From an optimization exercise on the open Yosys and OpenROAD flow, aimed at small area, a short achievable clock period and few clock cycles; shortcuts taken in it are not production practice. Where RTL was checked, it was by simulation tests only, not by an equivalence proof against the original.

== harbor ==
Design encode, start of the top module:
module encode#(
	parameter DATAWIDTH_STATE		= 16,
	parameter DATAWIDTH_XMAX		= 18,
	parameter DATAWIDTH_RCPFREQ		= 32,
	parameter DATAWIDTH_BIAS		= 10,
	parameter DATAWIDTH_CMPLFREQ	= 9,
	parameter DATAWIDTH_RCPSHIFT	= 6,
	parameter RANS_BYTE_L_SHIFT		= 8,
	parameter DATANUM				= 130560
)(
	input wire								clk,
	input wire								rst,
	input wire								start,
	output reg								onebyte_end,
	output reg								finish,
	input wire	[	 DATAWIDTH_XMAX-1:0]	x_max,
	input wire								x_max_valid,
	input wire	[ DATAWIDTH_RCPFREQ-1:0]	rcp_freq,
	input wire								rcp_freq_valid,
	input wire	[	 DATAWIDTH_BIAS-1:0]	bias,
	input wire								bias_valid,
	input wire	[DATAWIDTH_CMPLFREQ-1:0]	cmpl_freq,
	input wire								cmpl_freq_valid,
	input wire	[DATAWIDTH_RCPSHIFT-1:0]	rcp_shift,
	input wire								rcp_shift_valid,
	input wire								tvalid,
	input wire	[			   	    7:0]	tdata,
	input wire								tlast,
	output reg	[			   	    7:0]	byte_enc,
	output reg								out_valid
);
Size: ~4100 cells after synthesis, ~1300 flip-flops.
==> flow/config.mk <==
export PLATFORM = sky130hd
export DESIGN_NAME = encode
export DESIGN_NICKNAME = encode
export VERILOG_FILES = /design/flow/design.v
export SDC_FILE = /design/flow/constraint.sdc
export NUM_CORES = 8
export LEC_CHECK = 0
export CAP_MARGIN = 20
export CORE_MARGIN = 2
export CORE_UTILIZATION = 45
export SETUP_SLACK_MARGIN = 5
export SLEW_MARGIN = 20
export SYNTH_MEMORY_MAX_BITS = 16384
==> flow/constraint.sdc <==
create_clock -name core_clock -period 10.0 [get_ports {clk}]
set_input_delay 2.0000 -clock core_clock [delete_from_list [all_inputs] [get_ports {clk}]]
set_output_delay 2.0000 -clock core_clock [all_outputs]
set_load 0.01 [all_outputs]
standard.sh (not shown) runs the stock make flow with config.mk's settings and CLKGATE_MAP_FILE= SYNTH_SCRIPT=/design/flow/synth_recipe.tcl, a recipe that flattens the netlist after the stock synthesis.
==> flow/flow/run.sh <==
#!/bin/bash
# Standard synthesis, then the standard ORFS layout steps with repair_timing
# aiming at a larger setup slack (a tighter internal target than the clock).
set -euo pipefail
MARGIN=${MARGIN:-7.5}
bash standard.sh synth > synth.log 2>&1
sed "s/SETUP_SLACK_MARGIN=[0-9.]*/SETUP_SLACK_MARGIN=$MARGIN/" standard.sh > layout.sh
grep -q "SETUP_SLACK_MARGIN=$MARGIN" layout.sh
bash layout.sh > layout.log 2>&1
harbor closes out successfully: all stages finished, all timing, DRC and antenna checks passed.
Modified inputs, quartz compared to harbor
--- a/flow/flow/run.sh
+++ b/flow/flow/run.sh
@@ -3,5 +3,5 @@
 # aiming at a larger setup slack (a tighter internal target than the clock).
 set -euo pipefail
-MARGIN=${MARGIN:-7.5}
+MARGIN=${MARGIN:-6.5}
 bash standard.sh synth > synth.log 2>&1
 sed "s/SETUP_SLACK_MARGIN=[0-9.]*/SETUP_SLACK_MARGIN=$MARGIN/" standard.sh > layout.sh
--- outcome ---
- Summary of quartz over harbor: area after synthesis held, area of all placed cells without fillers went down 5.9%.
- harbor vs quartz, cell with the biggest individual delay on the critical path: dfxtp_4 vs a2111oi_4
- Against harbor, quartz reports a mean routed wirelength per cell that is lower.
No functional check of the RTL was part of any run of this note.

---

encode, a different RTL version from the one above (not shown whole).
Size in the first run: about 4,100 cells after synthesis, roughly 100 I/O pins, about 52,000 um^2 of cells after synthesis.
clock: 10.0 ns
lec_check: 0
cap_margin: 20
core_margin: 2
core_utilization: 45
cts_cluster_diameter: 100
cts_cluster_size: 30
setup_slack_margin: 5
slew_margin: 20
synth_memory_max_bits: 16384
tns_end_percent: 20
==> flow/flow/run.sh <==
#!/bin/bash
# Standard synthesis, then the standard ORFS layout steps with repair_timing
# aiming at a larger setup slack (a tighter internal target than the clock).
set -euo pipefail
MARGIN=${MARGIN:-6.3}
bash standard.sh synth > synth.log 2>&1
sed "s/SETUP_SLACK_MARGIN=[0-9.]*/SETUP_SLACK_MARGIN=$MARGIN/" standard.sh > layout.sh
grep -q "SETUP_SLACK_MARGIN=$MARGIN" layout.sh
bash layout.sh > layout.log 2>&1
The starting point finished clean.
Testbench counts at the start, summed over its fixed seeds: cycles 36,480.
Rerun with:
--- a/flow/flow/run.sh
+++ b/flow/flow/run.sh
@@ -4,3 +4,3 @@
 set -euo pipefail
-MARGIN=${MARGIN:-6.3}
+MARGIN=${MARGIN:-6.5}
 bash standard.sh synth > synth.log 2>&1
What happened: Worst hold slack gets worse by 0.0035 ns. Worst setup slack is better by 0.18 ns. Register-to-register slack is better by 0.19 ns. Clock skew stays flat. First-iteration DRC count shrinks slightly.

---

== alpha ==
Another version of the RTL of encode (not shown whole).
Size: ~4100 cells after synthesis, roughly 1300 flip-flops, ~100 I/O pins, about 55000 sq um of cells after synthesis.
Design encode, start of the top module:
module encode#(
	parameter DATAWIDTH_STATE		= 16,
	parameter DATAWIDTH_XMAX		= 18,
	parameter DATAWIDTH_RCPFREQ		= 32,
	parameter DATAWIDTH_BIAS		= 10,
	parameter DATAWIDTH_CMPLFREQ	= 9,
	parameter DATAWIDTH_RCPSHIFT	= 6,
	parameter RANS_BYTE_L_SHIFT		= 8,
	parameter DATANUM				= 130560
)(
	input wire								clk,
	input wire								rst,
	input wire								start,
	output reg								onebyte_end,
	output reg								finish,
	input wire	[	 DATAWIDTH_XMAX-1:0]	x_max,
	input wire								x_max_valid,
	input wire	[ DATAWIDTH_RCPFREQ-1:0]	rcp_freq,
	input wire								rcp_freq_valid,
	input wire	[	 DATAWIDTH_BIAS-1:0]	bias,
	input wire								bias_valid,
	input wire	[DATAWIDTH_CMPLFREQ-1:0]	cmpl_freq,
	input wire								cmpl_freq_valid,
	input wire	[DATAWIDTH_RCPSHIFT-1:0]	rcp_shift,
	input wire								rcp_shift_valid,
	input wire								tvalid,
	input wire	[			   	    7:0]	tdata,
	input wire								tlast,
	output reg	[			   	    7:0]	byte_enc,
	output reg								out_valid
);
export LEC_CHECK = 0
export CAP_MARGIN = 20
export CORE_MARGIN = 2
export CORE_UTILIZATION = 45
export CTS_CLUSTER_DIAMETER = 50
export CTS_CLUSTER_SIZE = 40
export SETUP_SLACK_MARGIN = 5
export SLEW_MARGIN = 20
export SYNTH_MEMORY_MAX_BITS = 16384
create_clock -name core_clock -period 10.0 [get_ports {clk}]
==> flow/flow/run.sh <==
#!/bin/bash
# Standard synthesis, then the standard ORFS layout steps with repair_timing
# aiming at a larger setup slack (a tighter internal target than the clock).
set -euo pipefail
MARGIN=${MARGIN:-6.5}
bash standard.sh synth > synth.log 2>&1
sed "s/SETUP_SLACK_MARGIN=[0-9.]*/SETUP_SLACK_MARGIN=$MARGIN/" standard.sh > layout.sh
grep -q "SETUP_SLACK_MARGIN=$MARGIN" layout.sh
bash layout.sh > layout.log 2>&1
The final layout from alpha, which completed every stage, passed the timing, DRC and antenna checks at the end of the flow.
Testbench counts of alpha, summed over its fixed seeds: cycles 36,384.
What beta does differently from alpha at the input level:
Settings: CORE_UTILIZATION: 45 -> 58; CTS_CLUSTER_DIAMETER: 50 -> 100; CTS_CLUSTER_SIZE: 40 -> 30.
### Flow results
The final critical path time including I/O delays and setup reported for beta is greater than that of alpha by 0.025 ns. Compared to alpha, the routing of beta uses more wire. Taking alpha as the reference, in beta worst setup slack shows a reduction of 0.025 ns, die area shows a reduction of 22%, number of hold violations in the final report shows no meaningful change, cell area shows a reduction of 4.7%.
The following lists how gamma was set up differently from beta:
Settings: a change of CORE_UTILIZATION from 58 to 45; a deleted CTS_CLUSTER_DIAMETER that had been 100; a deleted CTS_CLUSTER_SIZE that had been 30.
Findings:
beta was smaller in final cell area than gamma. gamma: global-route usage 7.1 points below beta. [compare] base=beta new=gamma: non-clock buffer share of cell area decreased by 0.60 points relative to the old numbers, maximum frequency decreased by 0.93% relative to the old numbers.

---

== old ==
Another version of the RTL of encode (not shown whole).
For scale: about 1300 flip-flops, roughly 100 I/O pins, about 59000 sq um of cells after synthesis.
## encode
module encode#(
	parameter DATAWIDTH_STATE		= 16,
	parameter DATAWIDTH_XMAX		= 18,
	parameter DATAWIDTH_RCPFREQ		= 32,
	parameter DATAWIDTH_BIAS		= 10,
	parameter DATAWIDTH_CMPLFREQ	= 9,
	parameter DATAWIDTH_RCPSHIFT	= 6,
	parameter RANS_BYTE_L_SHIFT		= 8,
	parameter DATANUM				= 130560
)(
	input wire								clk,
	input wire								rst,
	input wire								start,
	output reg								onebyte_end,
	output reg								finish,
	input wire	[	 DATAWIDTH_XMAX-1:0]	x_max,
	input wire								x_max_valid,
	input wire	[ DATAWIDTH_RCPFREQ-1:0]	rcp_freq,
	input wire								rcp_freq_valid,
	input wire	[	 DATAWIDTH_BIAS-1:0]	bias,
	input wire								bias_valid,
	input wire	[DATAWIDTH_CMPLFREQ-1:0]	cmpl_freq,
	input wire								cmpl_freq_valid,
	input wire	[DATAWIDTH_RCPSHIFT-1:0]	rcp_shift,
	input wire								rcp_shift_valid,
	input wire								tvalid,
	input wire	[			   	    7:0]	tdata,
	input wire								tlast,
	output reg	[			   	    7:0]	byte_enc,
  ...
clock: 10.0 ns
lec_check: 0
cap_margin: 20
core_margin: 2
core_utilization: 45
setup_slack_margin: 5
slew_margin: 20
synth_memory_max_bits: 16384
Scripts as last shown in full above: flow/flow/run.sh
The flow did not stop early for old: all stages ran, and the layout cleared the timing, DRC and antenna checks.
Here is what was changed in the inputs of new compared with old.
Settings: putting CTS_BUF_LIST at sky130_fd_sc_hd__clkbuf_8 where nothing was set; swapping 45 for 60 in CORE_UTILIZATION.
[summary]
Compared with old, new degrades minimum clock period after layout.
Relative to old, critical path depth increased by 6 in new.
Run comparison: old startpoint of the worst setup timing path w[9]$_DFF_P_; new startpoint of the worst setup timing path m11[2]$_DFFE_PP_
After synthesis and placement, the instance count of new is below that of old.
Function was not checked in any run of this note: the RTL went through the layout flow alone.

-- separate check: timing with driven ports --
The flow's constraints put no driver on any port. The routed layouts listed below were extracted and timed again, unchanged, in two steps. Step 1: set_driving_cell puts a clkbuf_16 on clk and a buf_2 on each other input, an assumption about the parent block. Step 2, shift: input delay + t, output delay - t, t = (earliest + latest rising clock arrival at the registers) / 2. This alone moves slack from input paths to output paths. a / b / c = no drivers / after step 1 / after step 2; a / b = the first two.
| run | shift t [ns] | setup WS [ns] | worst setup path at the end |
|---|---|---|---|
| harbor | 0.831 | 6.229 / 6.229 / 6.229 | register to register |
| quartz | 0.822 | 6.287 / 6.287 / 6.102 | input to register |
| the first run of note 2 | 0.754 | 6.244 / 6.171 / 6.255 | register to register |
| the second run of note 2 | 0.756 | 6.422 / 6.349 / 6.438 | register to register |
| alpha | 0.784 | 6.382 / 6.382 / 6.382 | register to register |
| beta | 0.750 | 6.357 / 6.357 / 6.357 | register to register |
| gamma | 0.808 | 6.323 / 6.323 / 6.323 | register to register |
| old | 0.810 | 6.221 / 6.221 / 6.221 | register to register |
| new | 0.914 | 6.160 / 6.160 / 6.160 | register to register |
After both steps setup and hold are still met in every run listed. The setup slack of quartz, which loses most, moves by 0.000 ns with the drivers and by -0.185 ns with both steps.
